Context: an optimization exercise on an open-source flow, tuned for small area. The choices shown serve that exercise and are no tape-out recipe.
In this exercise RTL edits were held to simulation tests only and were not proved equivalent to the original.
No activity file was given, so power comes from the tool's default toggle rates.

<file path="flow/flow/run.sh">
#!/bin/bash
# Own layout flow: the standard ORFS flow (standard.sh, unchanged
# synthesis), with these changes to the layout steps:
#  - port buffers use the smallest buffer cell (every port still gets one);
#  - ABC's buffers are removed at floorplan and global placement is not
#    timing driven (no gain-based rebuffering; timing repair still runs);
#  - clock tree built from small clock buffers, without dummy loads.
# Each step's output goes to its own log here; ORFS's own logs are under orfs/logs.
set -euo pipefail
export BUFFER_PORTS_ARGS="-buffer_cell sky130_fd_sc_hd__buf_1"
export REMOVE_ABC_BUFFERS=1
export GPL_TIMING_DRIVEN=0
export SKIP_INCREMENTAL_REPAIR=1
export SETUP_SLACK_MARGIN=0.2
export CTS_ARGS="-sink_clustering_enable -repair_clock_nets -dont_use_dummy_load -buf_list sky130_fd_sc_hd__clkbuf_4 -root_buf sky130_fd_sc_hd__clkbuf_8"
bash standard.sh synth > synth.log 2>&1
bash standard.sh finish > layout.log 2>&1
</file>
<file path="flow/standard.sh">
#!/bin/bash
# synth_recipe.tcl (not shown) runs the flow's synth.tcl, then flattens the netlist and writes it again
# the make line also repeats each setting of config.mk as NAME=value (left out here)
make -C /OpenROAD-flow-scripts/flow DESIGN_CONFIG=/design/flow/config.mk WORK_HOME=/design/flow/orfs CLKGATE_MAP_FILE= SYNTH_SCRIPT=/design/flow/synth_recipe.tcl "${@:-finish}"
</file>
<file path="flow/config.mk">
export PLATFORM = sky130hd
export DESIGN_NAME = NEO
export DESIGN_NICKNAME = NEO
export VERILOG_FILES = /design/flow/design.v
export SDC_FILE = /design/flow/constraint.sdc
export NUM_CORES = 4
export LEC_CHECK = 0
export CAP_MARGIN = 20
export CORE_MARGIN = 2
export CORE_UTILIZATION = 40
export SLEW_MARGIN = 20
export SYNTH_HIERARCHICAL = 1
</file>
<file path="flow/design.v">
module NEO (Enable, Load, clk, rst, Full, Data_out, Data_in, write_en);
  input Enable, Load, clk, Full, rst;
  input signed [15:0] Data_in;
  output signed [31:0] Data_out;
  output write_en;
  reg state;
  wire start = state & ~Full;
  assign write_en = start & Load;
  always @(posedge clk or posedge rst)
    if (rst) state <= 1'b0;
    else if (state) state <= ~Full;
    else state <= Enable;
  reg signed [15:0] PP, Prev, Current, Ahead;
  wire [31:0] psi;
  always @(posedge clk)
    if (rst) begin
      PP <= 0; Prev <= 0; Current <= 0; Ahead <= 0;
    end else if (start) begin
      PP <= Prev; Prev <= Current; Current <= Ahead; Ahead <= Data_in;
    end
  assign Data_out = psi;
  wire n0 = Prev[1] & ~Prev[0];
  wire n1 = Prev[2] ^ Prev[1];
  wire n2 = (Prev[3] & ~Prev[2] & ~Prev[1]) | (~Prev[3] & Prev[2] & Prev[1]);
  wire n3 = ~(~Prev[3] & (Prev[2] | Prev[1]));
  wire n4 = ~(Prev[0] ^ n3);
  wire n5 = ~(Prev[1] ^ n3);
  wire n6 = ~n3;
  wire n7 = Prev[4] ^ Prev[3];
  wire n8 = (Prev[5] & ~Prev[4] & ~Prev[3]) | (~Prev[5] & Prev[4] & Prev[3]);
  wire n9 = ~(~Prev[5] & (Prev[4] | Prev[3]));
  wire n10 = ~(Prev[0] ^ n9);
  wire n11 = ~(Prev[1] ^ n9);
  wire n12 = ~(Prev[2] ^ n9);
  wire n13 = ~(Prev[3] ^ n9);
  wire n14 = ~n9;
  wire n15 = Prev[6] ^ Prev[5];
  wire n16 = (Prev[7] & ~Prev[6] & ~Prev[5]) | (~Prev[7] & Prev[6] & Prev[5]);
  wire n17 = ~(~Prev[7] & (Prev[6] | Prev[5]));
  wire n18 = ~(Prev[0] ^ n17);
  wire n19 = ~(Prev[1] ^ n17);
  wire n20 = ~(Prev[2] ^ n17);
  wire n21 = ~(Prev[3] ^ n17);
  wire n22 = ~(Prev[4] ^ n17);
  wire n23 = ~(Prev[5] ^ n17);
  wire n24 = ~n17;
  wire n25 = Prev[8] ^ Prev[7];
  wire n26 = (Prev[9] & ~Prev[8] & ~Prev[7]) | (~Prev[9] & Prev[8] & Prev[7]);
  wire n27 = ~(~Prev[9] & (Prev[8] | Prev[7]));
  wire n28 = ~(Prev[0] ^ n27);
  wire n29 = ~(Prev[1] ^ n27);
  wire n30 = ~(Prev[2] ^ n27);
  wire n31 = ~(Prev[3] ^ n27);
  wire n32 = ~(Prev[4] ^ n27);
  wire n33 = ~(Prev[5] ^ n27);
  wire n34 = ~(Prev[6] ^ n27);
  wire n35 = ~(Prev[7] ^ n27);
  wire n36 = ~n27;
  wire n37 = Prev[10] ^ Prev[9];
  wire n38 = (Prev[11] & ~Prev[10] & ~Prev[9]) | (~Prev[11] & Prev[10] & Prev[9]);
  wire n39 = ~(~Prev[11] & (Prev[10] | Prev[9]));
  wire n40 = ~(Prev[0] ^ n39);
  wire n41 = ~(Prev[1] ^ n39);
  wire n42 = ~(Prev[2] ^ n39);
  wire n43 = ~(Prev[3] ^ n39);
  wire n44 = ~(Prev[4] ^ n39);
  wire n45 = ~(Prev[5] ^ n39);
  wire n46 = ~(Prev[6] ^ n39);
  wire n47 = ~(Prev[7] ^ n39);
  wire n48 = ~(Prev[8] ^ n39);
  wire n49 = ~(Prev[9] ^ n39);
  wire n50 = ~n39;
  wire n51 = Prev[12] ^ Prev[11];
  wire n52 = (Prev[13] & ~Prev[12] & ~Prev[11]) | (~Prev[13] & Prev[12] & Prev[11]);
  wire n53 = ~(~Prev[13] & (Prev[12] | Prev[11]));
  wire n54 = ~(Prev[0] ^ n53);
  wire n55 = ~(Prev[1] ^ n53);
  wire n56 = ~(Prev[2] ^ n53);
  wire n57 = ~(Prev[3] ^ n53);
  wire n58 = ~(Prev[4] ^ n53);
  wire n59 = ~(Prev[5] ^ n53);
  wire n60 = ~(Prev[6] ^ n53);
  wire n61 = ~(Prev[7] ^ n53);
  wire n62 = ~(Prev[8] ^ n53);
  wire n63 = ~(Prev[9] ^ n53);
  wire n64 = ~(Prev[10] ^ n53);
  wire n65 = ~(Prev[11] ^ n53);
  wire n66 = ~n53;
  wire n67 = Prev[14] ^ Prev[13];
  wire n68 = (Prev[15] & ~Prev[14] & ~Prev[13]) | (~Prev[15] & Prev[14] & Prev[13]);
  wire n69 = ~(~Prev[15] & (Prev[14] | Prev[13]));
  wire n70 = ~(Prev[0] ^ n69);
  wire n71 = ~(Prev[1] ^ n69);
  wire n72 = ~(Prev[2] ^ n69);
  wire n73 = ~(Prev[3] ^ n69);
  wire n74 = ~(Prev[4] ^ n69);
  wire n75 = ~(Prev[5] ^ n69);
  wire n76 = ~(Prev[6] ^ n69);
  wire n77 = ~(Prev[7] ^ n69);
  wire n78 = ~(Prev[8] ^ n69);
  wire n79 = ~(Prev[9] ^ n69);
  wire n80 = ~(Prev[10] ^ n69);
  wire n81 = ~(Prev[11] ^ n69);
  wire n82 = ~(Prev[12] ^ n69);
  wire n83 = ~(Prev[13] ^ n69);
  wire n84 = ~n69;
  wire n85 = Current[0] ^ 1'b0;
  wire n86 = (Current[1] & ~Current[0] & ~1'b0) | (~Current[1] & Current[0] & 1'b0);
  wire n87 = ~(Current[1] & ~(Current[0] & 1'b0));
  wire n88 = ~(PP[0] ^ n87);
  wire n89 = ~(PP[1] ^ n87);
  wire n90 = ~(PP[2] ^ n87);
  wire n91 = ~(PP[3] ^ n87);
  wire n92 = ~(PP[4] ^ n87);
  wire n93 = ~(PP[5] ^ n87);
  wire n94 = ~(PP[6] ^ n87);
  wire n95 = ~(PP[7] ^ n87);
  wire n96 = ~(PP[8] ^ n87);
  wire n97 = ~(PP[9] ^ n87);
  wire n98 = ~(PP[10] ^ n87);
  wire n99 = ~(PP[11] ^ n87);
  wire n100 = ~(PP[12] ^ n87);
  wire n101 = ~(PP[13] ^ n87);
  wire n102 = ~(PP[14] ^ n87);
  wire n103 = ~(PP[15] ^ n87);
  wire n104 = ~n87;
  wire n105 = Current[2] ^ Current[1];
  wire n106 = (Current[3] & ~Current[2] & ~Current[1]) | (~Current[3] & Current[2] & Current[1]);
  wire n107 = ~(Current[3] & ~(Current[2] & Current[1]));
  wire n108 = ~(PP[0] ^ n107);
  wire n109 = ~(PP[1] ^ n107);
  wire n110 = ~(PP[2] ^ n107);
  wire n111 = ~(PP[3] ^ n107);
  wire n112 = ~(PP[4] ^ n107);
  wire n113 = ~(PP[5] ^ n107);
  wire n114 = ~(PP[6] ^ n107);
  wire n115 = ~(PP[7] ^ n107);
  wire n116 = ~(PP[8] ^ n107);
  wire n117 = ~(PP[9] ^ n107);
  wire n118 = ~(PP[10] ^ n107);
  wire n119 = ~(PP[11] ^ n107);
  wire n120 = ~(PP[12] ^ n107);
  wire n121 = ~(PP[13] ^ n107);
  wire n122 = ~(PP[14] ^ n107);
  wire n123 = ~(PP[15] ^ n107);
  wire n124 = ~n107;
  wire n125 = Current[4] ^ Current[3];
  wire n126 = (Current[5] & ~Current[4] & ~Current[3]) | (~Current[5] & Current[4] & Current[3]);
  wire n127 = ~(Current[5] & ~(Current[4] & Current[3]));
  wire n128 = ~(PP[0] ^ n127);
  wire n129 = ~(PP[1] ^ n127);
  wire n130 = ~(PP[2] ^ n127);
  wire n131 = ~(PP[3] ^ n127);
  wire n132 = ~(PP[4] ^ n127);
  wire n133 = ~(PP[5] ^ n127);
  wire n134 = ~(PP[6] ^ n127);
  wire n135 = ~(PP[7] ^ n127);
  wire n136 = ~(PP[8] ^ n127);
  wire n137 = ~(PP[9] ^ n127);
  wire n138 = ~(PP[10] ^ n127);
  wire n139 = ~(PP[11] ^ n127);
  wire n140 = ~(PP[12] ^ n127);
  wire n141 = ~(PP[13] ^ n127);
  wire n142 = ~(PP[14] ^ n127);
  wire n143 = ~(PP[15] ^ n127);
  wire n144 = ~n127;
  wire n145 = Current[6] ^ Current[5];
  wire n146 = (Current[7] & ~Current[6] & ~Current[5]) | (~Current[7] & Current[6] & Current[5]);
  wire n147 = ~(Current[7] & ~(Current[6] & Current[5]));
  wire n148 = ~(PP[0] ^ n147);
  wire n149 = ~(PP[1] ^ n147);
  wire n150 = ~(PP[2] ^ n147);
  wire n151 = ~(PP[3] ^ n147);
  wire n152 = ~(PP[4] ^ n147);
  wire n153 = ~(PP[5] ^ n147);
  wire n154 = ~(PP[6] ^ n147);
  wire n155 = ~(PP[7] ^ n147);
  wire n156 = ~(PP[8] ^ n147);
  wire n157 = ~(PP[9] ^ n147);
  wire n158 = ~(PP[10] ^ n147);
  wire n159 = ~(PP[11] ^ n147);
  wire n160 = ~(PP[12] ^ n147);
  wire n161 = ~(PP[13] ^ n147);
  wire n162 = ~(PP[14] ^ n147);
  wire n163 = ~(PP[15] ^ n147);
  wire n164 = ~n147;
  wire n165 = Current[8] ^ Current[7];
  wire n166 = (Current[9] & ~Current[8] & ~Current[7]) | (~Current[9] & Current[8] & Current[7]);
  wire n167 = ~(Current[9] & ~(Current[8] & Current[7]));
  wire n168 = ~(PP[0] ^ n167);
  wire n169 = ~(PP[1] ^ n167);
  wire n170 = ~(PP[2] ^ n167);
  wire n171 = ~(PP[3] ^ n167);
  wire n172 = ~(PP[4] ^ n167);
  wire n173 = ~(PP[5] ^ n167);
  wire n174 = ~(PP[6] ^ n167);
  wire n175 = ~(PP[7] ^ n167);
  wire n176 = ~(PP[8] ^ n167);
  wire n177 = ~(PP[9] ^ n167);
  wire n178 = ~(PP[10] ^ n167);
  wire n179 = ~(PP[11] ^ n167);
  wire n180 = ~(PP[12] ^ n167);
  wire n181 = ~(PP[13] ^ n167);
  wire n182 = ~(PP[14] ^ n167);
  wire n183 = ~(PP[15] ^ n167);
  wire n184 = ~n167;
  wire n185 = Current[10] ^ Current[9];
  wire n186 = (Current[11] & ~Current[10] & ~Current[9]) | (~Current[11] & Current[10] & Current[9]);
  wire n187 = ~(Current[11] & ~(Current[10] & Current[9]));
  wire n188 = ~(PP[0] ^ n187);
  wire n189 = ~(PP[1] ^ n187);
  wire n190 = ~(PP[2] ^ n187);
  wire n191 = ~(PP[3] ^ n187);
  wire n192 = ~(PP[4] ^ n187);
  wire n193 = ~(PP[5] ^ n187);
  wire n194 = ~(PP[6] ^ n187);
  wire n195 = ~(PP[7] ^ n187);
  wire n196 = ~(PP[8] ^ n187);
  wire n197 = ~(PP[9] ^ n187);
  wire n198 = ~(PP[10] ^ n187);
  wire n199 = ~(PP[11] ^ n187);
  wire n200 = ~(PP[12] ^ n187);
  wire n201 = ~(PP[13] ^ n187);
  wire n202 = ~(PP[14] ^ n187);
  wire n203 = ~(PP[15] ^ n187);
  wire n204 = ~n187;
  wire n205 = Current[12] ^ Current[11];
  wire n206 = (Current[13] & ~Current[12] & ~Current[11]) | (~Current[13] & Current[12] & Current[11]);
  wire n207 = ~(Current[13] & ~(Current[12] & Current[11]));
  wire n208 = ~(PP[0] ^ n207);
  wire n209 = ~(PP[1] ^ n207);
  wire n210 = ~(PP[2] ^ n207);
  wire n211 = ~(PP[3] ^ n207);
  wire n212 = ~(PP[4] ^ n207);
  wire n213 = ~(PP[5] ^ n207);
  wire n214 = ~(PP[6] ^ n207);
  wire n215 = ~(PP[7] ^ n207);
  wire n216 = ~(PP[8] ^ n207);
  wire n217 = ~(PP[9] ^ n207);
  wire n218 = ~(PP[10] ^ n207);
  wire n219 = ~(PP[11] ^ n207);
  wire n220 = ~(PP[12] ^ n207);
  wire n221 = ~(PP[13] ^ n207);
  wire n222 = ~(PP[14] ^ n207);
  wire n223 = ~(PP[15] ^ n207);
  wire n224 = ~n207;
  wire n225 = Current[14] ^ Current[13];
  wire n226 = (Current[15] & ~Current[14] & ~Current[13]) | (~Current[15] & Current[14] & Current[13]);
  wire n227 = ~(Current[15] & ~(Current[14] & Current[13]));
  wire n228 = ~(PP[0] ^ n227);
  wire n229 = ~(PP[1] ^ n227);
  wire n230 = ~(PP[2] ^ n227);
  wire n231 = ~(PP[3] ^ n227);
  wire n232 = ~(PP[4] ^ n227);
  wire n233 = ~(PP[5] ^ n227);
  wire n234 = ~(PP[6] ^ n227);
  wire n235 = ~(PP[7] ^ n227);
  wire n236 = ~(PP[8] ^ n227);
  wire n237 = ~(PP[9] ^ n227);
  wire n238 = ~(PP[10] ^ n227);
  wire n239 = ~(PP[11] ^ n227);
  wire n240 = ~(PP[12] ^ n227);
  wire n241 = ~(PP[13] ^ n227);
  wire n242 = ~(PP[14] ^ n227);
  wire n243 = ~(PP[15] ^ n227);
  wire n244 = ~n227;
  wire n245 = ~n16;
  wire n246;
  XNOR2 un246 (.a(n69), .b(~((n25 & n34) | (n26 & n33))), .y(n246));
  wire n247 = n69 | ~((n25 & n34) | (n26 & n33));
  wire n248 = n25 ^ ~((n25 & n35) | (n26 & n34));
  wire n249 = n25 & ~((n25 & n35) | (n26 & n34));
  wire n250 = ~n7;
  wire n251 = n27 ^ ((n7 | n8) & n13);
  wire n252 = n27 & ((n7 | n8) & n13);
  wire n253;
  XNOR2 un253 (.a(n8), .b(n187), .y(n253));
  wire n254 = n8 | n187;
  wire n255 = ~((n15 & n21) | (n16 & n20)) ^ ~((n25 & n29) | (n26 & n28));
  wire n256 = ~((n15 & n21) | (n16 & n20)) & ~((n25 & n29) | (n26 & n28));
  wire n257;
  XNOR2 un257 (.a(n39), .b(~((n15 & n22) | (n16 & n21))), .y(n257));
  wire n258 = n39 | ~((n15 & n22) | (n16 & n21));
  wire n259, n260;
  FA un259 (.a(~((n25 & n30) | (n26 & n29))), .b(~((n37 & n40) | (n38 & n50))), .c(~((n85 & n99) | (n86 & n98))), .s(n259), .co(n260));
  wire n261;
  XNOR2 un261 (.a(n15), .b(n207), .y(n261));
  wire n262 = n15 | n207;
  wire n263, n264;
  FA un263 (.a(~((n15 & n23) | (n16 & n22))), .b(~((n25 & n31) | (n26 & n30))), .c(~((n37 & n41) | (n38 & n40))), .s(n263), .co(n264));
  wire n265, n266;
  FA un265 (.a(~((n85 & n100) | (n86 & n99))), .b(~((n105 & n118) | (n106 & n117))), .c(~((n125 & n136) | (n126 & n135))), .s(n265), .co(n266));
  wire n267, n268;
  FA un267 (.a(n53), .b(((n15 | n16) & n23)), .c(~((n25 & n32) | (n26 & n31))), .s(n267), .co(n268));
  wire n269, n270;
  FA un269 (.a(~((n37 & n42) | (n38 & n41))), .b(~((n51 & n54) | (n52 & n66))), .c(~((n85 & n101) | (n86 & n100))), .s(n269), .co(n270));
  wire n271, n272;
  FA un271 (.a(~((n105 & n119) | (n106 & n118))), .b(~((n125 & n137) | (n126 & n136))), .c(~((n145 & n155) | (n146 & n154))), .s(n271), .co(n272));
  wire n273, n274;
  FA un273 (.a(n227), .b(n245), .c(~((n25 & n33) | (n26 & n32))), .s(n273), .co(n274));
  wire n275, n276;
  FA un275 (.a(~((n37 & n43) | (n38 & n42))), .b(~((n51 & n55) | (n52 & n54))), .c(~((n85 & n102) | (n86 & n101))), .s(n275), .co(n276));
  wire n277, n278;
  FA un277 (.a(~((n105 & n120) | (n106 & n119))), .b(~((n125 & n138) | (n126 & n137))), .c(~((n145 & n156) | (n146 & n155))), .s(n277), .co(n278));
  wire n279 = ~((n165 & n174) | (n166 & n173)) ^ ~((n185 & n192) | (n186 & n191));
  wire n280 = ~((n165 & n174) | (n166 & n173)) & ~((n185 & n192) | (n186 & n191));
  wire n281, n282;
  FA un281 (.a(n16), .b(~((n37 & n44) | (n38 & n43))), .c(~((n51 & n56) | (n52 & n55))), .s(n281), .co(n282));
  wire n283, n284;
  FA un283 (.a(~((n67 & n70) | (n68 & n84))), .b(~((n85 & n103) | (n86 & n102))), .c(~((n105 & n121) | (n106 & n120))), .s(n283), .co(n284));
  wire n285, n286;
  FA un285 (.a(~((n125 & n139) | (n126 & n138))), .b(~((n145 & n157) | (n146 & n156))), .c(~((n165 & n175) | (n166 & n174))), .s(n285), .co(n286));
  wire n287, n288;
  FA un287 (.a(~((n185 & n193) | (n186 & n192))), .b(~((n205 & n211) | (n206 & n210))), .c(~((n225 & n229) | (n226 & n228))), .s(n287), .co(n288));
  wire n289, n290;
  FA un289 (.a(~((n37 & n45) | (n38 & n44))), .b(~((n51 & n57) | (n52 & n56))), .c(~((n67 & n71) | (n68 & n70))), .s(n289), .co(n290));
  wire n291, n292;
  FA un291 (.a(((n85 & n103) | (n86 & n103))), .b(~((n105 & n122) | (n106 & n121))), .c(~((n125 & n140) | (n126 & n139))), .s(n291), .co(n292));
  wire n293, n294;
  FA un293 (.a(~((n145 & n158) | (n146 & n157))), .b(~((n165 & n176) | (n166 & n175))), .c(~((n185 & n194) | (n186 & n193))), .s(n293), .co(n294));
  wire n295, n296;
  FA un295 (.a(~((n205 & n212) | (n206 & n211))), .b(~((n225 & n230) | (n226 & n229))), .c(n248), .s(n295), .co(n296));
  wire n297, n298;
  FA un297 (.a(((n25 | n26) & n35)), .b(~((n37 & n46) | (n38 & n45))), .c(~((n51 & n58) | (n52 & n57))), .s(n297), .co(n298));
  wire n299, n300;
  FA un299 (.a(~((n67 & n72) | (n68 & n71))), .b(~((n105 & n123) | (n106 & n122))), .c(~((n125 & n141) | (n126 & n140))), .s(n299), .co(n300));
  wire n301, n302;
  FA un301 (.a(~((n145 & n159) | (n146 & n158))), .b(~((n165 & n177) | (n166 & n176))), .c(~((n185 & n195) | (n186 & n194))), .s(n301), .co(n302));
  wire n303 = ~((n205 & n213) | (n206 & n212)) ^ ~((n225 & n231) | (n226 & n230));
  wire n304 = ~((n205 & n213) | (n206 & n212)) & ~((n225 & n231) | (n226 & n230));
  wire n305, n306;
  FA un305 (.a(n26), .b(~((n37 & n47) | (n38 & n46))), .c(~((n51 & n59) | (n52 & n58))), .s(n305), .co(n306));
  wire n307, n308;
  FA un307 (.a(~((n67 & n73) | (n68 & n72))), .b(((n105 & n123) | (n106 & n123))), .c(~((n125 & n142) | (n126 & n141))), .s(n307), .co(n308));
  wire n309, n310;
  FA un309 (.a(~((n145 & n160) | (n146 & n159))), .b(~((n165 & n178) | (n166 & n177))), .c(~((n185 & n196) | (n186 & n195))), .s(n309), .co(n310));
  wire n311;
  XNOR2 un311 (.a(~((n37 & n48) | (n38 & n47))), .b(~((n51 & n60) | (n52 & n59))), .y(n311));
  wire n312 = ~((n37 & n48) | (n38 & n47)) | ~((n51 & n60) | (n52 & n59));
  wire n313, n314;
  FA un313 (.a(~((n67 & n74) | (n68 & n73))), .b(~((n125 & n143) | (n126 & n142))), .c(~((n145 & n161) | (n146 & n160))), .s(n313), .co(n314));
  wire n315, n316;
  FA un315 (.a(n37), .b(~((n37 & n49) | (n38 & n48))), .c(~((n51 & n61) | (n52 & n60))), .s(n315), .co(n316));
  wire n317 = ~((n67 & n75) | (n68 & n74)) ^ ((n125 & n143) | (n126 & n143));
  wire n318 = ~((n67 & n75) | (n68 & n74)) & ((n125 & n143) | (n126 & n143));
  wire n319 = ((n37 | n38) & n49) ^ ~((n51 & n62) | (n52 & n61));
  wire n320 = ((n37 | n38) & n49) & ~((n51 & n62) | (n52 & n61));
  wire n321 = ~n9;
  wire n322;
  XNOR2 un322 (.a(n2), .b(n147), .y(n322));
  wire n323 = n2 | n147;
  wire n324 = ~((n7 & n11) | (n8 & n10)) ^ ~((n85 & n94) | (n86 & n93));
  wire n325 = ~((n7 & n11) | (n8 & n10)) & ~((n85 & n94) | (n86 & n93));
  wire n326;
  XNOR2 un326 (.a(n17), .b(~((n7 & n12) | (n8 & n11))), .y(n326));
  wire n327 = n17 | ~((n7 & n12) | (n8 & n11));
  wire n328, n329;
  FA un328 (.a(~((n15 & n18) | (n16 & n24))), .b(~((n85 & n95) | (n86 & n94))), .c(~((n105 & n113) | (n106 & n112))), .s(n328), .co(n329));
  wire n330, n331;
  FA un330 (.a(n167), .b(n250), .c(~((n7 & n13) | (n8 & n12))), .s(n330), .co(n331));
  wire n332, n333;
  FA un332 (.a(~((n15 & n19) | (n16 & n18))), .b(~((n85 & n96) | (n86 & n95))), .c(~((n105 & n114) | (n106 & n113))), .s(n332), .co(n333));
  wire n334 = ~((n125 & n132) | (n126 & n131)) ^ ~((n145 & n150) | (n146 & n149));
  wire n335 = ~((n125 & n132) | (n126 & n131)) & ~((n145 & n150) | (n146 & n149));
  wire n336, n337;
  FA un336 (.a(n7), .b(~((n15 & n20) | (n16 & n19))), .c(~((n25 & n28) | (n26 & n36))), .s(n336), .co(n337));
  wire n338, n339;
  FA un338 (.a(~((n85 & n97) | (n86 & n96))), .b(~((n105 & n115) | (n106 & n114))), .c(~((n125 & n133) | (n126 & n132))), .s(n338), .co(n339));
  wire n340, n341;
  FA un340 (.a(~((n145 & n151) | (n146 & n150))), .b(~((n165 & n169) | (n166 & n168))), .c(n251), .s(n340), .co(n341));
  wire n342, n343;
  FA un342 (.a(~((n85 & n98) | (n86 & n97))), .b(~((n105 & n116) | (n106 & n115))), .c(~((n125 & n134) | (n126 & n133))), .s(n342), .co(n343));
  wire n344, n345;
  FA un344 (.a(~((n145 & n152) | (n146 & n151))), .b(~((n165 & n170) | (n166 & n169))), .c(~((n185 & n188) | (n186 & n204))), .s(n344), .co(n345));
  wire n346, n347;
  FA un346 (.a(n253), .b(n252), .c(n255), .s(n346), .co(n347));
  wire n348, n349;
  FA un348 (.a(~((n105 & n117) | (n106 & n116))), .b(~((n125 & n135) | (n126 & n134))), .c(~((n145 & n153) | (n146 & n152))), .s(n348), .co(n349));
  wire n350, n351;
  FA un350 (.a(~((n165 & n171) | (n166 & n170))), .b(~((n185 & n189) | (n186 & n188))), .c(n254), .s(n350), .co(n351));
  wire n352, n353;
  FA un352 (.a(n256), .b(n257), .c(n259), .s(n352), .co(n353));
  wire n354, n355;
  FA un354 (.a(~((n145 & n154) | (n146 & n153))), .b(~((n165 & n172) | (n166 & n171))), .c(~((n185 & n190) | (n186 & n189))), .s(n354), .co(n355));
  wire n356, n357;
  FA un356 (.a(~((n205 & n208) | (n206 & n224))), .b(n261), .c(n258), .s(n356), .co(n357));
  wire n358, n359;
  FA un358 (.a(n260), .b(n263), .c(n265), .s(n358), .co(n359));
  wire n360, n361;
  FA un360 (.a(~((n165 & n173) | (n166 & n172))), .b(~((n185 & n191) | (n186 & n190))), .c(~((n205 & n209) | (n206 & n208))), .s(n360), .co(n361));
  wire n362, n363;
  FA un362 (.a(n262), .b(n264), .c(n266), .s(n362), .co(n363));
  wire n364, n365;
  FA un364 (.a(n267), .b(n269), .c(n271), .s(n364), .co(n365));
  wire n366, n367;
  FA un366 (.a(~((n205 & n210) | (n206 & n209))), .b(~((n225 & n228) | (n226 & n244))), .c(n279), .s(n366), .co(n367));
  wire n368, n369;
  FA un368 (.a(n268), .b(n270), .c(n272), .s(n368), .co(n369));
  wire n370, n371;
  FA un370 (.a(n273), .b(n275), .c(n277), .s(n370), .co(n371));
  wire n372, n373;
  FA un372 (.a(n280), .b(n274), .c(n276), .s(n372), .co(n373));
  wire n374, n375;
  FA un374 (.a(n278), .b(n246), .c(n281), .s(n374), .co(n375));
  wire n376, n377;
  FA un376 (.a(n283), .b(n285), .c(n287), .s(n376), .co(n377));
  wire n378, n379;
  FA un378 (.a(n247), .b(n282), .c(n284), .s(n378), .co(n379));
  wire n380, n381;
  FA un380 (.a(n286), .b(n288), .c(n289), .s(n380), .co(n381));
  wire n382, n383;
  FA un382 (.a(n291), .b(n293), .c(n295), .s(n382), .co(n383));
  wire n384, n385;
  FA un384 (.a(n249), .b(n303), .c(n290), .s(n384), .co(n385));
  wire n386, n387;
  FA un386 (.a(n292), .b(n294), .c(n297), .s(n386), .co(n387));
  wire n388, n389;
  FA un388 (.a(n299), .b(n301), .c(n296), .s(n388), .co(n389));
  wire n390, n391;
  FA un390 (.a(~((n205 & n214) | (n206 & n213))), .b(~((n225 & n232) | (n226 & n231))), .c(n304), .s(n390), .co(n391));
  wire n392, n393;
  FA un392 (.a(n298), .b(n300), .c(n302), .s(n392), .co(n393));
  wire n394, n395;
  FA un394 (.a(n305), .b(n307), .c(n309), .s(n394), .co(n395));
  wire n396, n397;
  FA un396 (.a(~((n165 & n179) | (n166 & n178))), .b(~((n185 & n197) | (n186 & n196))), .c(~((n205 & n215) | (n206 & n214))), .s(n396), .co(n397));
  wire n398, n399;
  FA un398 (.a(~((n225 & n233) | (n226 & n232))), .b(n306), .c(n308), .s(n398), .co(n399));
  wire n400, n401;
  FA un400 (.a(n310), .b(n311), .c(n313), .s(n400), .co(n401));
  wire n402, n403;
  FA un402 (.a(~((n145 & n162) | (n146 & n161))), .b(~((n165 & n180) | (n166 & n179))), .c(~((n185 & n198) | (n186 & n197))), .s(n402), .co(n403));
  wire n404, n405;
  FA un404 (.a(~((n205 & n216) | (n206 & n215))), .b(~((n225 & n234) | (n226 & n233))), .c(n317), .s(n404), .co(n405));
  wire n406, n407;
  FA un406 (.a(n312), .b(n314), .c(n315), .s(n406), .co(n407));
  wire n408, n409;
  FA un408 (.a(~((n67 & n76) | (n68 & n75))), .b(~((n145 & n163) | (n146 & n162))), .c(~((n165 & n181) | (n166 & n180))), .s(n408), .co(n409));
  wire n410, n411;
  FA un410 (.a(~((n185 & n199) | (n186 & n198))), .b(~((n205 & n217) | (n206 & n216))), .c(~((n225 & n235) | (n226 & n234))), .s(n410), .co(n411));
  wire n412, n413;
  FA un412 (.a(n318), .b(n319), .c(n316), .s(n412), .co(n413));
  wire n414, n415;
  FA un414 (.a(n38), .b(~((n51 & n63) | (n52 & n62))), .c(~((n67 & n77) | (n68 & n76))), .s(n414), .co(n415));
  wire n416, n417;
  FA un416 (.a(((n145 & n163) | (n146 & n163))), .b(~((n165 & n182) | (n166 & n181))), .c(~((n185 & n200) | (n186 & n199))), .s(n416), .co(n417));
  wire n418, n419;
  FA un418 (.a(~((n205 & n218) | (n206 & n217))), .b(~((n225 & n236) | (n226 & n235))), .c(n320), .s(n418), .co(n419));
  wire n420;
  XNOR2 un420 (.a(~((n51 & n64) | (n52 & n63))), .b(~((n67 & n78) | (n68 & n77))), .y(n420));
  wire n421 = ~((n51 & n64) | (n52 & n63)) | ~((n67 & n78) | (n68 & n77));
  wire n422, n423;
  FA un422 (.a(~((n165 & n183) | (n166 & n182))), .b(~((n185 & n201) | (n186 & n200))), .c(~((n205 & n219) | (n206 & n218))), .s(n422), .co(n423));
  wire n424, n425;
  FA un424 (.a(n51), .b(~((n51 & n65) | (n52 & n64))), .c(~((n67 & n79) | (n68 & n78))), .s(n424), .co(n425));
  wire n426 = ((n165 & n183) | (n166 & n183)) ^ ~((n185 & n202) | (n186 & n201));
  wire n427 = ((n165 & n183) | (n166 & n183)) & ~((n185 & n202) | (n186 & n201));
  wire n428 = ((n51 | n52) & n65) ^ ~((n67 & n80) | (n68 & n79));
  wire n429 = ((n51 | n52) & n65) & ~((n67 & n80) | (n68 & n79));
  wire n430, n431;
  FA un430 (.a(n1), .b(n127), .c(~((n1 & n5) | (n2 & n4))), .s(n430), .co(n431));
  wire n432, n433;
  FA un432 (.a(n321), .b(((n1 | n2) & n5)), .c(~((n7 & n10) | (n8 & n14))), .s(n432), .co(n433));
  wire n434 = ~((n85 & n93) | (n86 & n92)) ^ ~((n105 & n111) | (n106 & n110));
  wire n435 = ~((n85 & n93) | (n86 & n92)) & ~((n105 & n111) | (n106 & n110));
  wire n436, n437;
  FA un436 (.a(n9), .b(~((n105 & n112) | (n106 & n111))), .c(~((n125 & n130) | (n126 & n129))), .s(n436), .co(n437));
  wire n438, n439;
  FA un438 (.a(~((n145 & n148) | (n146 & n164))), .b(n322), .c(n324), .s(n438), .co(n439));
  wire n440, n441;
  FA un440 (.a(~((n125 & n131) | (n126 & n130))), .b(~((n145 & n149) | (n146 & n148))), .c(n323), .s(n440), .co(n441));
  wire n442, n443;
  FA un442 (.a(n325), .b(n326), .c(n328), .s(n442), .co(n443));
  wire n444, n445;
  FA un444 (.a(~((n165 & n168) | (n166 & n184))), .b(n334), .c(n327), .s(n444), .co(n445));
  wire n446, n447;
  FA un446 (.a(n329), .b(n330), .c(n332), .s(n446), .co(n447));
  wire n448, n449;
  FA un448 (.a(n335), .b(n331), .c(n333), .s(n448), .co(n449));
  wire n450, n451;
  FA un450 (.a(n336), .b(n338), .c(n340), .s(n450), .co(n451));
  wire n452, n453;
  FA un452 (.a(n337), .b(n339), .c(n342), .s(n452), .co(n453));
  wire n454, n455;
  FA un454 (.a(n344), .b(n341), .c(n346), .s(n454), .co(n455));
  wire n456, n457;
  FA un456 (.a(n343), .b(n345), .c(n348), .s(n456), .co(n457));
  wire n458, n459;
  FA un458 (.a(n350), .b(n347), .c(n352), .s(n458), .co(n459));
  wire n460, n461;
  FA un460 (.a(n349), .b(n351), .c(n354), .s(n460), .co(n461));
  wire n462, n463;
  FA un462 (.a(n353), .b(n356), .c(n358), .s(n462), .co(n463));
  wire n464, n465;
  FA un464 (.a(n355), .b(n360), .c(n357), .s(n464), .co(n465));
  wire n466, n467;
  FA un466 (.a(n359), .b(n362), .c(n364), .s(n466), .co(n467));
  wire n468, n469;
  FA un468 (.a(n361), .b(n366), .c(n363), .s(n468), .co(n469));
  wire n470, n471;
  FA un470 (.a(n365), .b(n368), .c(n370), .s(n470), .co(n471));
  wire n472, n473;
  FA un472 (.a(n367), .b(n369), .c(n371), .s(n472), .co(n473));
  wire n474, n475;
  FA un474 (.a(n372), .b(n374), .c(n376), .s(n474), .co(n475));
  wire n476, n477;
  FA un476 (.a(n373), .b(n375), .c(n377), .s(n476), .co(n477));
  wire n478, n479;
  FA un478 (.a(n378), .b(n380), .c(n382), .s(n478), .co(n479));
  wire n480, n481;
  FA un480 (.a(n379), .b(n381), .c(n384), .s(n480), .co(n481));
  wire n482, n483;
  FA un482 (.a(n386), .b(n388), .c(n383), .s(n482), .co(n483));
  wire n484, n485;
  FA un484 (.a(n390), .b(n385), .c(n387), .s(n484), .co(n485));
  wire n486, n487;
  FA un486 (.a(n392), .b(n394), .c(n389), .s(n486), .co(n487));
  wire n488, n489;
  FA un488 (.a(n396), .b(n391), .c(n393), .s(n488), .co(n489));
  wire n490, n491;
  FA un490 (.a(n395), .b(n398), .c(n400), .s(n490), .co(n491));
  wire n492, n493;
  FA un492 (.a(n397), .b(n402), .c(n404), .s(n492), .co(n493));
  wire n494, n495;
  FA un494 (.a(n399), .b(n401), .c(n406), .s(n494), .co(n495));
  wire n496, n497;
  FA un496 (.a(n403), .b(n408), .c(n410), .s(n496), .co(n497));
  wire n498, n499;
  FA un498 (.a(n405), .b(n407), .c(n412), .s(n498), .co(n499));
  wire n500, n501;
  FA un500 (.a(n409), .b(n411), .c(n414), .s(n500), .co(n501));
  wire n502, n503;
  FA un502 (.a(n416), .b(n418), .c(n413), .s(n502), .co(n503));
  wire n504, n505;
  FA un504 (.a(~((n225 & n237) | (n226 & n236))), .b(n415), .c(n417), .s(n504), .co(n505));
  wire n506, n507;
  FA un506 (.a(n420), .b(n422), .c(n419), .s(n506), .co(n507));
  wire n508, n509;
  FA un508 (.a(~((n205 & n220) | (n206 & n219))), .b(~((n225 & n238) | (n226 & n237))), .c(n426), .s(n508), .co(n509));
  wire n510, n511;
  FA un510 (.a(n421), .b(n423), .c(n424), .s(n510), .co(n511));
  wire n512, n513;
  FA un512 (.a(~((n185 & n203) | (n186 & n202))), .b(~((n205 & n221) | (n206 & n220))), .c(~((n225 & n239) | (n226 & n238))), .s(n512), .co(n513));
  wire n514, n515;
  FA un514 (.a(n427), .b(n428), .c(n425), .s(n514), .co(n515));
  wire n516, n517;
  FA un516 (.a(n52), .b(~((n67 & n81) | (n68 & n80))), .c(((n185 & n203) | (n186 & n203))), .s(n516), .co(n517));
  wire n518, n519;
  FA un518 (.a(~((n205 & n222) | (n206 & n221))), .b(~((n225 & n240) | (n226 & n239))), .c(n429), .s(n518), .co(n519));
  wire n520;
  XNOR2 un520 (.a(~((n67 & n82) | (n68 & n81))), .b(~((n205 & n223) | (n206 & n222))), .y(n520));
  wire n521 = ~((n67 & n82) | (n68 & n81)) | ~((n205 & n223) | (n206 & n222));
  wire n522 = n67 ^ ~((n67 & n83) | (n68 & n82));
  wire n523 = n67 & ~((n67 & n83) | (n68 & n82));
  wire n524 = n0 ^ n107;
  wire n525 = n0 & n107;
  wire n526, n527;
  FA un526 (.a(n3), .b(~((n1 & n4) | (n2 & n6))), .c(~((n85 & n91) | (n86 & n90))), .s(n526), .co(n527));
  wire n528, n529;
  FA un528 (.a(~((n85 & n92) | (n86 & n91))), .b(~((n105 & n110) | (n106 & n109))), .c(~((n125 & n128) | (n126 & n144))), .s(n528), .co(n529));
  wire n530, n531;
  FA un530 (.a(~((n125 & n129) | (n126 & n128))), .b(n434), .c(n431), .s(n530), .co(n531));
  wire n532, n533;
  FA un532 (.a(n435), .b(n433), .c(n436), .s(n532), .co(n533));
  wire n534, n535;
  FA un534 (.a(n437), .b(n440), .c(n439), .s(n534), .co(n535));
  wire n536, n537;
  FA un536 (.a(n441), .b(n443), .c(n444), .s(n536), .co(n537));
  wire n538, n539;
  FA un538 (.a(n445), .b(n447), .c(n448), .s(n538), .co(n539));
  wire n540, n541;
  FA un540 (.a(n449), .b(n452), .c(n451), .s(n540), .co(n541));
  wire n542, n543;
  FA un542 (.a(n453), .b(n456), .c(n455), .s(n542), .co(n543));
  wire n544, n545;
  FA un544 (.a(n457), .b(n460), .c(n459), .s(n544), .co(n545));
  wire n546, n547;
  FA un546 (.a(n461), .b(n464), .c(n463), .s(n546), .co(n547));
  wire n548, n549;
  FA un548 (.a(n465), .b(n468), .c(n467), .s(n548), .co(n549));
  wire n550, n551;
  FA un550 (.a(n469), .b(n472), .c(n471), .s(n550), .co(n551));
  wire n552, n553;
  FA un552 (.a(n473), .b(n476), .c(n475), .s(n552), .co(n553));
  wire n554, n555;
  FA un554 (.a(n477), .b(n480), .c(n479), .s(n554), .co(n555));
  wire n556, n557;
  FA un556 (.a(n481), .b(n484), .c(n486), .s(n556), .co(n557));
  wire n558, n559;
  FA un558 (.a(n485), .b(n488), .c(n490), .s(n558), .co(n559));
  wire n560, n561;
  FA un560 (.a(n492), .b(n489), .c(n491), .s(n560), .co(n561));
  wire n562, n563;
  FA un562 (.a(n496), .b(n493), .c(n498), .s(n562), .co(n563));
  wire n564, n565;
  FA un564 (.a(n497), .b(n500), .c(n502), .s(n564), .co(n565));
  wire n566, n567;
  FA un566 (.a(n501), .b(n504), .c(n506), .s(n566), .co(n567));
  wire n568, n569;
  FA un568 (.a(n508), .b(n505), .c(n510), .s(n568), .co(n569));
  wire n570, n571;
  FA un570 (.a(n512), .b(n509), .c(n511), .s(n570), .co(n571));
  wire n572, n573;
  FA un572 (.a(n513), .b(n516), .c(n518), .s(n572), .co(n573));
  wire n574, n575;
  FA un574 (.a(~((n225 & n241) | (n226 & n240))), .b(n517), .c(n520), .s(n574), .co(n575));
  wire n576, n577;
  FA un576 (.a(((n205 & n223) | (n206 & n223))), .b(~((n225 & n242) | (n226 & n241))), .c(n522), .s(n576), .co(n577));
  wire n578 = ((n67 | n68) & n83) ^ ~((n225 & n243) | (n226 & n242));
  wire n579 = ((n67 | n68) & n83) & ~((n225 & n243) | (n226 & n242));
  wire n580 = Prev[0] ^ n87;
  wire n581 = Prev[0] & n87;
  wire n582 = n524 ^ ~((n85 & n90) | (n86 & n89));
  wire n583 = n524 & ~((n85 & n90) | (n86 & n89));
  wire n584, n585;
  FA un584 (.a(n525), .b(~((n105 & n109) | (n106 & n108))), .c(n526), .s(n584), .co(n585));
  wire n586, n587;
  FA un586 (.a(n527), .b(n430), .c(n528), .s(n586), .co(n587));
  wire n588, n589;
  FA un588 (.a(n529), .b(n432), .c(n530), .s(n588), .co(n589));
  wire n590, n591;
  FA un590 (.a(n438), .b(n531), .c(n532), .s(n590), .co(n591));
  wire n592, n593;
  FA un592 (.a(n533), .b(n442), .c(n534), .s(n592), .co(n593));
  wire n594, n595;
  FA un594 (.a(n446), .b(n535), .c(n536), .s(n594), .co(n595));
  wire n596, n597;
  FA un596 (.a(n450), .b(n537), .c(n538), .s(n596), .co(n597));
  wire n598, n599;
  FA un598 (.a(n454), .b(n539), .c(n540), .s(n598), .co(n599));
  wire n600, n601;
  FA un600 (.a(n458), .b(n541), .c(n542), .s(n600), .co(n601));
  wire n602, n603;
  FA un602 (.a(n462), .b(n543), .c(n544), .s(n602), .co(n603));
  wire n604, n605;
  FA un604 (.a(n466), .b(n545), .c(n546), .s(n604), .co(n605));
  wire n606, n607;
  FA un606 (.a(n470), .b(n547), .c(n548), .s(n606), .co(n607));
  wire n608, n609;
  FA un608 (.a(n474), .b(n549), .c(n550), .s(n608), .co(n609));
  wire n610, n611;
  FA un610 (.a(n478), .b(n551), .c(n552), .s(n610), .co(n611));
  wire n612, n613;
  FA un612 (.a(n482), .b(n553), .c(n554), .s(n612), .co(n613));
  wire n614, n615;
  FA un614 (.a(n483), .b(n555), .c(n556), .s(n614), .co(n615));
  wire n616, n617;
  FA un616 (.a(n487), .b(n558), .c(n557), .s(n616), .co(n617));
  wire n618, n619;
  FA un618 (.a(n494), .b(n559), .c(n560), .s(n618), .co(n619));
  wire n620, n621;
  FA un620 (.a(n495), .b(n561), .c(n562), .s(n620), .co(n621));
  wire n622, n623;
  FA un622 (.a(n499), .b(n564), .c(n563), .s(n622), .co(n623));
  wire n624, n625;
  FA un624 (.a(n503), .b(n566), .c(n565), .s(n624), .co(n625));
  wire n626, n627;
  FA un626 (.a(n507), .b(n568), .c(n567), .s(n626), .co(n627));
  wire n628, n629;
  FA un628 (.a(n514), .b(n570), .c(n569), .s(n628), .co(n629));
  wire n630, n631;
  FA un630 (.a(n515), .b(n572), .c(n571), .s(n630), .co(n631));
  wire n632, n633;
  FA un632 (.a(n519), .b(n574), .c(n573), .s(n632), .co(n633));
  wire n634, n635;
  FA un634 (.a(n521), .b(n576), .c(n575), .s(n634), .co(n635));
  wire n636, n637;
  FA un636 (.a(n523), .b(n578), .c(n577), .s(n636), .co(n637));
  wire n638, n639;
  FA un638 (.a(n68), .b(((n225 & n243) | (n226 & n243))), .c(n579), .s(n638), .co(n639));
  wire n640 = ~((n85 & n88) | (n86 & n104)) ^ n580;
  wire n641 = ~((n85 & n88) | (n86 & n104)) & n580;
  wire n642, n643;
  FA un642 (.a(~((n85 & n89) | (n86 & n88))), .b(n581), .c(n641), .s(n642), .co(n643));
  wire n644, n645;
  FA un644 (.a(~((n105 & n108) | (n106 & n124))), .b(n582), .c(n643), .s(n644), .co(n645));
  wire n646, n647;
  FA un646 (.a(n584), .b(n583), .c(n645), .s(n646), .co(n647));
  wire n648, n649;
  FA un648 (.a(n586), .b(n585), .c(n647), .s(n648), .co(n649));
  wire n650, n651;
  FA un650 (.a(n588), .b(n587), .c(n649), .s(n650), .co(n651));
  wire n652, n653;
  FA un652 (.a(n590), .b(n589), .c(n651), .s(n652), .co(n653));
  wire n654, n655;
  FA un654 (.a(n592), .b(n591), .c(n653), .s(n654), .co(n655));
  wire [23:0] fa0 = {1'b1, n638, n636, n634, n632, n630, n628, n626, n624, n622, n620, n618, n616, n614, n612, n610, n608, n606, n604, n602, n600, n598, n596, n594};
  wire [23:0] fa1 = {n639, n637, n635, n633, n631, n629, n627, n625, n623, n621, n619, n617, n615, n613, n611, n609, n607, n605, n603, n601, n599, n597, n595, n593};
  wire [23:0] g0 = fa0 & fa1;
  wire [23:0] p0 = fa0 ^ fa1;
  wire n656 = g0[0] | (p0[0] & n655);
  wire n657 = g0[1] | (p0[1] & n656);
  wire n658 = p0[1] & p0[0];
  wire n659 = g0[3] | (p0[3] & g0[2]);
  wire n660 = p0[3] & p0[2];
  wire n661 = g0[5] | (p0[5] & g0[4]);
  wire n662 = p0[5] & p0[4];
  wire n663 = g0[7] | (p0[7] & g0[6]);
  wire n664 = p0[7] & p0[6];
  wire n665 = g0[9] | (p0[9] & g0[8]);
  wire n666 = p0[9] & p0[8];
  wire n667 = g0[11] | (p0[11] & g0[10]);
  wire n668 = p0[11] & p0[10];
  wire n669 = g0[13] | (p0[13] & g0[12]);
  wire n670 = p0[13] & p0[12];
  wire n671 = g0[15] | (p0[15] & g0[14]);
  wire n672 = p0[15] & p0[14];
  wire n673 = g0[17] | (p0[17] & g0[16]);
  wire n674 = p0[17] & p0[16];
  wire n675 = g0[19] | (p0[19] & g0[18]);
  wire n676 = p0[19] & p0[18];
  wire n677 = g0[21] | (p0[21] & g0[20]);
  wire n678 = p0[21] & p0[20];
  wire n679 = g0[23] | (p0[23] & g0[22]);
  wire n680 = p0[23] & p0[22];
  wire n681 = n659 | (n660 & n657);
  wire n682 = n660 & n658;
  wire n683 = n663 | (n664 & n661);
  wire n684 = n664 & n662;
  wire n685 = n667 | (n668 & n665);
  wire n686 = n668 & n666;
  wire n687 = n671 | (n672 & n669);
  wire n688 = n672 & n670;
  wire n689 = n675 | (n676 & n673);
  wire n690 = n676 & n674;
  wire n691 = n679 | (n680 & n677);
  wire n692 = n680 & n678;
  wire n693 = n683 | (n684 & n681);
  wire n694 = n684 & n682;
  wire n695 = n687 | (n688 & n685);
  wire n696 = n688 & n686;
  wire n697 = n691 | (n692 & n689);
  wire n698 = n692 & n690;
  wire n699 = n695 | (n696 & n693);
  wire n700 = n696 & n694;
  wire n701 = n697 | (n698 & n699);
  wire n702 = n698 & n700;
  wire n703 = n685 | (n686 & n693);
  wire n704 = n686 & n694;
  wire n705 = n689 | (n690 & n699);
  wire n706 = n690 & n700;
  wire n707 = n661 | (n662 & n681);
  wire n708 = n662 & n682;
  wire n709 = n665 | (n666 & n693);
  wire n710 = n666 & n694;
  wire n711 = n669 | (n670 & n703);
  wire n712 = n670 & n704;
  wire n713 = n673 | (n674 & n699);
  wire n714 = n674 & n700;
  wire n715 = n677 | (n678 & n705);
  wire n716 = n678 & n706;
  wire n717 = g0[2] | (p0[2] & n657);
  wire n718 = p0[2] & n658;
  wire n719 = g0[4] | (p0[4] & n681);
  wire n720 = p0[4] & n682;
  wire n721 = g0[6] | (p0[6] & n707);
  wire n722 = p0[6] & n708;
  wire n723 = g0[8] | (p0[8] & n693);
  wire n724 = p0[8] & n694;
  wire n725 = g0[10] | (p0[10] & n709);
  wire n726 = p0[10] & n710;
  wire n727 = g0[12] | (p0[12] & n703);
  wire n728 = p0[12] & n704;
  wire n729 = g0[14] | (p0[14] & n711);
  wire n730 = p0[14] & n712;
  wire n731 = g0[16] | (p0[16] & n699);
  wire n732 = p0[16] & n700;
  wire n733 = g0[18] | (p0[18] & n713);
  wire n734 = p0[18] & n714;
  wire n735 = g0[20] | (p0[20] & n705);
  wire n736 = p0[20] & n706;
  wire n737 = g0[22] | (p0[22] & n715);
  wire n738 = p0[22] & n716;
  wire n739 = p0[0] ^ n655;
  wire n740 = p0[1] ^ n656;
  wire n741 = p0[2] ^ n657;
  wire n742 = p0[3] ^ n717;
  wire n743 = p0[4] ^ n681;
  wire n744 = p0[5] ^ n719;
  wire n745 = p0[6] ^ n707;
  wire n746 = p0[7] ^ n721;
  wire n747 = p0[8] ^ n693;
  wire n748 = p0[9] ^ n723;
  wire n749 = p0[10] ^ n709;
  wire n750 = p0[11] ^ n725;
  wire n751 = p0[12] ^ n703;
  wire n752 = p0[13] ^ n727;
  wire n753 = p0[14] ^ n711;
  wire n754 = p0[15] ^ n729;
  wire n755 = p0[16] ^ n699;
  wire n756 = p0[17] ^ n731;
  wire n757 = p0[18] ^ n713;
  wire n758 = p0[19] ^ n733;
  wire n759 = p0[20] ^ n705;
  wire n760 = p0[21] ^ n735;
  wire n761 = p0[22] ^ n715;
  wire n762 = p0[23] ^ n737;
  wire [23:0] fsum = {n762, n761, n760, n759, n758, n757, n756, n755, n754, n753, n752, n751, n750, n749, n748, n747, n746, n745, n744, n743, n742, n741, n740, n739};
  assign psi = {fsum, n654, n652, n650, n648, n646, n644, n642, n640};
endmodule
module FA (a, b, c, s, co);
  input a, b, c;
  output s, co;
  assign s = a ^ b ^ c;
  assign co = (a & b) | (a & c) | (b & c);
endmodule
module XNOR2 (a, b, y);
  input a, b;
  output y;
  assign y = ~(a ^ b);
endmodule
</file>
<file path="flow/constraint.sdc">
create_clock -name core_clock -period 9.0 [get_ports {clk}]
set_input_delay 1.8000 -clock core_clock [delete_from_list [all_inputs] [get_ports {clk}]]
set_output_delay 1.8000 -clock core_clock [all_outputs]
set_load 0.01 [all_outputs]
</file>
==> results of run 1 <==
## layer usage
metal  vias to the layer above  routed length [um]  track usage  part of all wire
met3                        46                1212      0.02468             0.043
li1                       4090                   -            -                 -
met5                         -                   0            0                 0
met1                      4290               12930       0.2561              0.45
met2                       206               13630       0.3291              0.48
met4                         0                 714      0.05347             0.025
## Yosys stat by module (local to each module, per instance)
module / cells inside / copies in the design
XNOR2: 1 / 9
NEO: 1094 / 1
FA: 1 / 177
## worst max path at each step
stage	from	to	slack [ps]	cells after the start
2_1_floorplan	Current[1]	Data_out[31]	660	20
3_3_place_gp	Current[1]	Data_out[27]	-480	21
5_1_grt	Current[0]	Data_out[31]	-230	22
4_1_cts	Prev[1]	Data_out[31]	150	25
6_report	Prev[1]	Data_out[31]	240	25
3_5_place_dp	Current[1]	Data_out[31]	-480	21
## cell usage after synthesis (2+ instances only)
cell type  number
o22ai_1         3
a21boi_0        5
clkbuf_2        5
buf_1          12
o21ai_1         2
a21o_1          2
inv_2           3
o211ai_1        3
clkbuf_1       32
a2bb2oi_1       6
nor2_4          3
inv_1          66
clkinv_1        3
nor2b_1         5
o21a_1         12
nand2_1       158
buf_2          34
nand3_1         5
nor3_1          8
buf_6           4
a31oi_1         2
nor2_1         39
o21ai_2         5
xor2_1         69
xnor2_1       135
fa_1          190
and3_1          7
nand2b_1       15
buf_4          47
a21oi_1       109
ha_1           52
a22oi_1       135
o22a_1         10
and2b_1         2
o21ai_0        14
dfxtp_1        64
and2_1          2
## worst max-delay path: stages, from the launching register on
cell and delay, ps:
dfxtp_4 390, inv_2 110, ha_1 250, nor2_4 140, inv_1 90, and3_1 180
a21oi_1 170, fa_1 470, fa_1 470, fa_1 450, fa_1 410, fa_1 410
fa_1 400, fa_1 370, inv_1 70, fa_1 190, fa_2 220, nand2b_1 140
a21o_1 220, a31oi_4 160, a311oi_2 290, buf_4 170, o211ai_1 130, fa_1 400
xnor2_1 160, buf_1 160
## where the power goes
| part | internal, uW | total, uW | leakage [uW] | switching, uW |
|---|---|---|---|---|
| Sequential | 294 | 303 | 0.000532 | 8.58 |
| Clock | 88.9 | 186 | 0.0000647 | 96.9 |
| Combinational | 182 | 453 | 0.00315 | 271 |
| Total | 566 | 942 | 0.00375 | 376 |
## area by class of cell
| cell class | instances | area, um^2 | area share |
|---|---|---|---|
| antenna | 1 | 2.502 | 0.0002106 |
| inverter | 73 | 281.5 | 0.02369 |
| timing repair buffer | 56 | 249.0 | 0.02095 |
| multi-input combinational | 1007 | 9428 | 0.7933 |
| sequential | 65 | 1319 | 0.1110 |
| clock buffer | 9 | 123.9 | 0.01042 |
| tap | 384 | 480.5 | 0.04043 |
## kinds of logic (layout without fill, tap and decap cells)
group                      after synthesis  after routing  share of synthesized area
and+or+nand+nor                        250            250                    0.09192
xor gates and xnor gates               204            204                     0.1523
buffers and inverters                  208            138                    0.08978
adders and majority gates              242            242                     0.3796
AOI/OAI and AO/OA                      311            311                     0.1751
DFF                                     65             65                     0.1113
other                                    0              1                          0
## metrics by stage
| step | TNS [ps] | utilization |
|---|---|---|
| after floorplan | 0 | - |
| after global placement | -3019 | 0.4043 |
| after detailed placement | -3132 | 0.4063 |
| after CTS | 0 | 0.4128 |
| after global routing | -694.5 | 0.4128 |
| final | 0 | 0.4129 |
## state kept, by name, summed over array words and instances, names as in the netlist
register and count:
Ahead 16, state 1, PP 16, Prev 16, Current 16
==> impl_metrics.toml, run 1 <==
[placement]
post_dp_cell_area_um2 = 11690
gp_congestion = 0.9229
dp_cells = 1584
portBuffers = 53
dp_hpwl_um = 22820
place_ws_ps = -479.4

[setup_path]
path_class = "flip-flop to primary output"
r2r_slack_ps = 7370
r2r_cells = 4
critPathLaunchType = "flip-flop"
critPathMaxFanout = 7
timing.rr.start = "state"
cp.required_ps = 7200
endpoint_kind = "primary output"
cp_data_arrival_time_ps = 6960
r2r-end = "Prev[1]"

[clock_network]
cts_tree = "done"
cts_hold_repair.buffers = 0
cts_setup_buffers = 1
clk_path_buf_depth = 2
cts_resized = 20
cts_sinks = 65
ctsHtreeMaxLevel = 3
insertion_delay_ps = 340
clk_pin_slew_ps = 60
root_buffer = "clkbuf_8"
cts_made_buffers = 9

[route]
drc = 0
drt_iter0_drc = 483
dr.pass1.iters = 5
avgRoutedWirePerCell_um = 17.86
vias = 8632
wirelength_um = 28490
viasPerCell = 5.412
ant_nets = 0

[global_route]
grt_use_total = 0.1923
grt_pass1_vias = 8818
antenna_found_initial = 0
grt-ovfl-total = 0
grt_max_degree = 66
grt_pass1_wl_um = 46930

[synth]
synth_top_area_cell = "fa_1"
ys_seq_elements = 65
yosys_warnings = 7
synthDistinctLibCells = 49
synth.top_cell.area_share = 0.3242
synth_edf_count = 0
ys.flop_type = "dfxtp_1"
mappedNetlistArea_um2 = 11730
ys_seq_area_frac = 0.1113
netlist_top_cells_area = "fa_1 (32%), dfxtp_1 (11%), xnor2_1 (10%), a22oi_1 (8.6%), ha_1 (5.5%)"
synthArstFlopShare = 0.01538
synthCells = 1280
avgSynthCellArea_um2 = 9.167

[finish]
fin_cells = 1595
areaGrowthSynthToFinish_pct = 1.280
layout_commonest_cell = "fa_1"
layout_common_cells = "fa_1 (189), nand2_1 (158), xnor2_1 (135), a22oi_1 (135), a21oi_1 (109)"
drive_above_1_share = 0.03719
nets = 1475
nFillCells = 2865
post-route-cell-area_um2 = 11880

[power_and_ir_drop]
power_leakage_uw = 0.003746
max-vdd-ir-drop_v = 0.0001111
power.density_nw_per_um2 = 79.28
power_uw = 942.2

[die]
start_util = 0.4077
ios = 54
die_y_um = 175.3
fp.dieW_um = 175.3
die_area_um2 = 30720
placementRows = 62
core_area_um2 = 28780

[worst_hold_path]
hold_start = "Ahead[1]"
holdCritPathClass = "flip-flop to flip-flop"
worstHoldPathCells = 2
min_to = "Current[1]"

[sta]
period_needed_ps = 8756
skew_ps = 16.60
setup_viol = 0
hold_viol = 0
fin_hold_ws_ps = 449.3
finalWorstSetupSlack_ps = 244.1
maxSlewHeadroom = 0.1715
finalCritPeriodShare = 0.9729
tightest_slew_ps = 1234
slew_violations = 0
timing.fmax_ghz = 0.1142

[outcome]
status = "complete, no violations"

[run]
maxCapViolCount = 0
==> run 2: changes to the inputs <==
==> flow/flow/run.sh (replaced) <==
#!/bin/bash
# Own layout flow: the standard ORFS flow (standard.sh, unchanged
# synthesis), with these changes to the layout steps:
#  - port buffers use the smallest buffer cell (every port still gets one);
#  - ABC's buffers are removed at floorplan and global placement is not
#    timing driven (no gain-based rebuffering; timing repair still runs);
#  - clock tree built from small clock buffers, without dummy loads;
#  - no repair after global routing (its parasitic estimate is pessimistic);
#    instead the post-CTS timing repair aims 0.1 ns above zero slack.
# Each step's output goes to its own log here; ORFS's own logs are under orfs/logs.
set -euo pipefail
export BUFFER_PORTS_ARGS="-buffer_cell sky130_fd_sc_hd__buf_1"
export REMOVE_ABC_BUFFERS=1
export GPL_TIMING_DRIVEN=0
export SKIP_INCREMENTAL_REPAIR=1
export SETUP_SLACK_MARGIN=0.1
export CTS_ARGS="-sink_clustering_enable -repair_clock_nets -dont_use_dummy_load -buf_list sky130_fd_sc_hd__clkbuf_4 -root_buf sky130_fd_sc_hd__clkbuf_8"
bash standard.sh synth > synth.log 2>&1
bash standard.sh finish > layout.log 2>&1
==> run 2 against run 1 <==
Compared with the run above:
- area after synthesis did not move
- first-iteration DRC count increased by 5.8%
- clock-buffer cell count is the same
- critical path type unchanged
- combinational power about the same
- hold slack improved by 1.5 ps
==> impl_metrics.toml, run 2 <==
[outcome]
status = "complete, no violations"

[synth]
synth_top_area_cell = "fa_1"
synthCells = 1280
synth_most_common_cell = "fa_1"
synthDistinctLibCells = 49
synth_common_cells = "fa_1 (190), nand2_1 (158), a22oi_1 (135), xnor2_1 (135), a21oi_1 (109)"
ys.flop_type = "dfxtp_1"
yosys_warnings = 7
netlist_top_cells_area = "fa_1 (32%), dfxtp_1 (11%), xnor2_1 (10%), a22oi_1 (8.6%), ha_1 (5.5%)"
synthArstFlopShare = 0.01538
avgSynthCellArea_um2 = 9.167
synth.top_cell.area_share = 0.3242
ys_seq_area_frac = 0.1113
mappedNetlistArea_um2 = 11730
synth_edf_count = 0
ys_seq_elements = 65

[placement]
place_ws_ps = -479.4
post_dp_cell_area_um2 = 11690
gp_congestion = 0.9229
dp_hpwl_um = 22820
portBuffers = 53

[worst_hold_path]
worstHoldPathCells = 2
hold_start = "Ahead[1]"
holdCritPathClass = "flip-flop to flip-flop"

[die]
fp.dieW_um = 175.3
placementRows = 62
ios = 54
core_area_um2 = 28780
die_y_um = 175.3
start_util = 0.4077
die_area_um2 = 30720

[finish]
layout_commonest_cell = "fa_1"
layout_common_cells = "fa_1 (190), nand2_1 (158), xnor2_1 (135), a22oi_1 (135), a21oi_1 (109)"
drive_above_1_share = 0.03471
nets = 1475
post-route-cell-area_um2 = 11870
areaGrowthSynthToFinish_pct = 1.152

[setup_path]
cp.buffers_inverters = 5
critPathMaxFanout = 7
cp.required_ps = 7200
cpPeakStageDelay_ps = 470
critPathLaunchType = "flip-flop"
cp_common_cell = "fa_1"
path_class = "flip-flop to primary output"
cp_top_family = "adder cells"
cp_data_arrival_time_ps = 6990
endpoint_kind = "primary output"
path_depth = 25
r2r_cells = 4
crit_slowest_cell = "fa_1"
timing.rr.start = "state"
worstSetupStartpoint = "Prev[1]"

[run]
maxCapViolCount = 0

[power_and_ir_drop]
switching_share = 0.3994
power.density_nw_per_um2 = 79.17
comb_power_share = 0.481
intPower_uw = 564.3
pwr-share-clk = 0.196
p_sw_uw = 375.3
max-vdd-ir-drop_v = 0.0001070
power_leakage_uw = 0.003742
pwr-share-seq = 0.323

[clock_network]
insertion_delay_ps = 340
clk_path_buf_depth = 2
cts_sinks = 65
clk_pin_slew_ps = 60
cts_setup_buffers = 1
cts_resized = 14
cts_hold_repair.buffers = 0
cts_made_buffers = 9
root_buffer = "clkbuf_8"
ctsHtreeMaxLevel = 3
cts_tree = "done"

[sta]
timing.fmax_ghz = 0.1138
setup_viol = 0
skew_ps = 20.10
tightest_slew_ps = 1232
maxSlewHeadroom = 0.1731
finalCritPeriodShare = 0.9765
finalWorstSetupSlack_ps = 211.2
hold_viol = 0
period_needed_ps = 8789
slew_violations = 0

[route]
viasPerCell = 5.424
dr.pass1.iters = 5
avgRoutedWirePerCell_um = 17.83
vias = 8652
wirelength_um = 28430
ant_nets = 0
drt_iter0_drc = 511
drc = 0

[global_route]
grt_pass1_vias = 8812
grt_use_total = 0.1921
grt-ovfl-total = 0
grt_max_degree = 66
antenna_found_initial = 0
grt_pass1_wl_um = 46880
run 2: cell counts after synthesis:
No cell type changed its count.
run 2: worst paths after layout:
check | endpoint | slack [ps]
setup / recovery | Data_out[31] | 210
hold / removal | Current[1] | 450
setup reg to reg | Prev[2] | 7370
hold reg to reg | Current[1] | 450
max in group asynchronous | state | 7370
min in group asynchronous | state | 1520
run 2: modules after synthesis, one instance, submodules excluded:
module / flip-flops and latches / cells
NEO: 65 / 1094
FA: 0 / 1
XNOR2: 0 / 1
run 2: worst min-delay path, cell delays in order (launching register included):
cell	delay, ps
dfxtp_1	310
nand2_1	50
a21oi_1	50
run 2: kinds of logic after synthesis:
logic type / Yosys count / share of synthesized area
compound gates: 311 / 0.1751
xor+xnor: 204 / 0.1523
fa+ha+maj: 242 / 0.3796
buf+inv: 208 / 0.08978
flops: 65 / 0.1113
simple gates: 250 / 0.09192
run 2: layer usage:
| layer | vias up | track usage | part of all wire |
|---|---|---|---|
| li1 | 4087 | - | - |
| met1 | 4310 | 0.2562 | 0.45 |
| met2 | 213 | 0.3282 | 0.48 |
| met3 | 42 | 0.02468 | 0.044 |
| met4 | 0 | 0.05347 | 0.024 |
| met5 | - | 0 | 0 |
run 2: power by group through the flow:
stage | combinational, uW | clock, uW | sequential [uW]
2_1_floorplan | 316 | 0 | 307
3_3_place_gp | 449 | 0 | 309
3_5_place_dp | 453 | 0 | 310
4_1_cts | 466 | 194 | 304
5_1_grt | 517 | 204 | 305
6_report | 452 | 185 | 303
run 2: cell type report:
cell class | instances | area, um^2
diodes | 1 | 2.502
clock buffers | 9 | 123.9
fillers | 2867 | 16910
inverters | 73 | 280.3
multi-input cells | 1007 | 9420
flip-flops and latches | 65 | 1314
well taps | 384 | 480.5
repair buffers | 56 | 247.7
run 2: through the flow:
| step | hold WS (ps) | util | TNS, ps | total power, uW | std cells |
|---|---|---|---|---|---|
| 2_1_floorplan | 426.0 | - | 0 | 623.0 | 1145 |
| 3_3_place_gp | 437.0 | 0.4043 | -3019 | 758.2 | 1582 |
| 3_5_place_dp | 447.4 | 0.4063 | -3132 | 762.7 | 1584 |
| 4_1_cts | 453.9 | 0.4123 | 0 | 963.6 | 1594 |
| 5_1_grt | 472.8 | 0.4123 | -936.0 | 1025 | 1594 |
| 6_report | 450.8 | 0.4124 | 0 | 939.6 | 1595 |

==> re-timing with driven ports <==
The results above use ideal ports. As a check the final layouts listed here were re-extracted and re-timed, cells and wires unchanged. Step 1, drivers: a clkbuf_16 drives clk and a buf_2 each remaining input, both assumed. Step 2 adds t to the input delays and takes it off the output delays; t is the mean of the earliest and latest rising clock arrival at the registers after step 1. Input paths then give back, and output paths get back, about the clock's delay inside the block. Three values: ideal, step 1, step 2; two values: the first two.
run | t, ns | setup WS [ns] | pins driven straight from the clock port
run 1 | 0.370 | 0.244 / 0.211 / 0.582 | 1
run 2 | 0.369 | 0.211 / 0.178 / 0.547 | 1
After both steps every run listed still meets setup and hold.
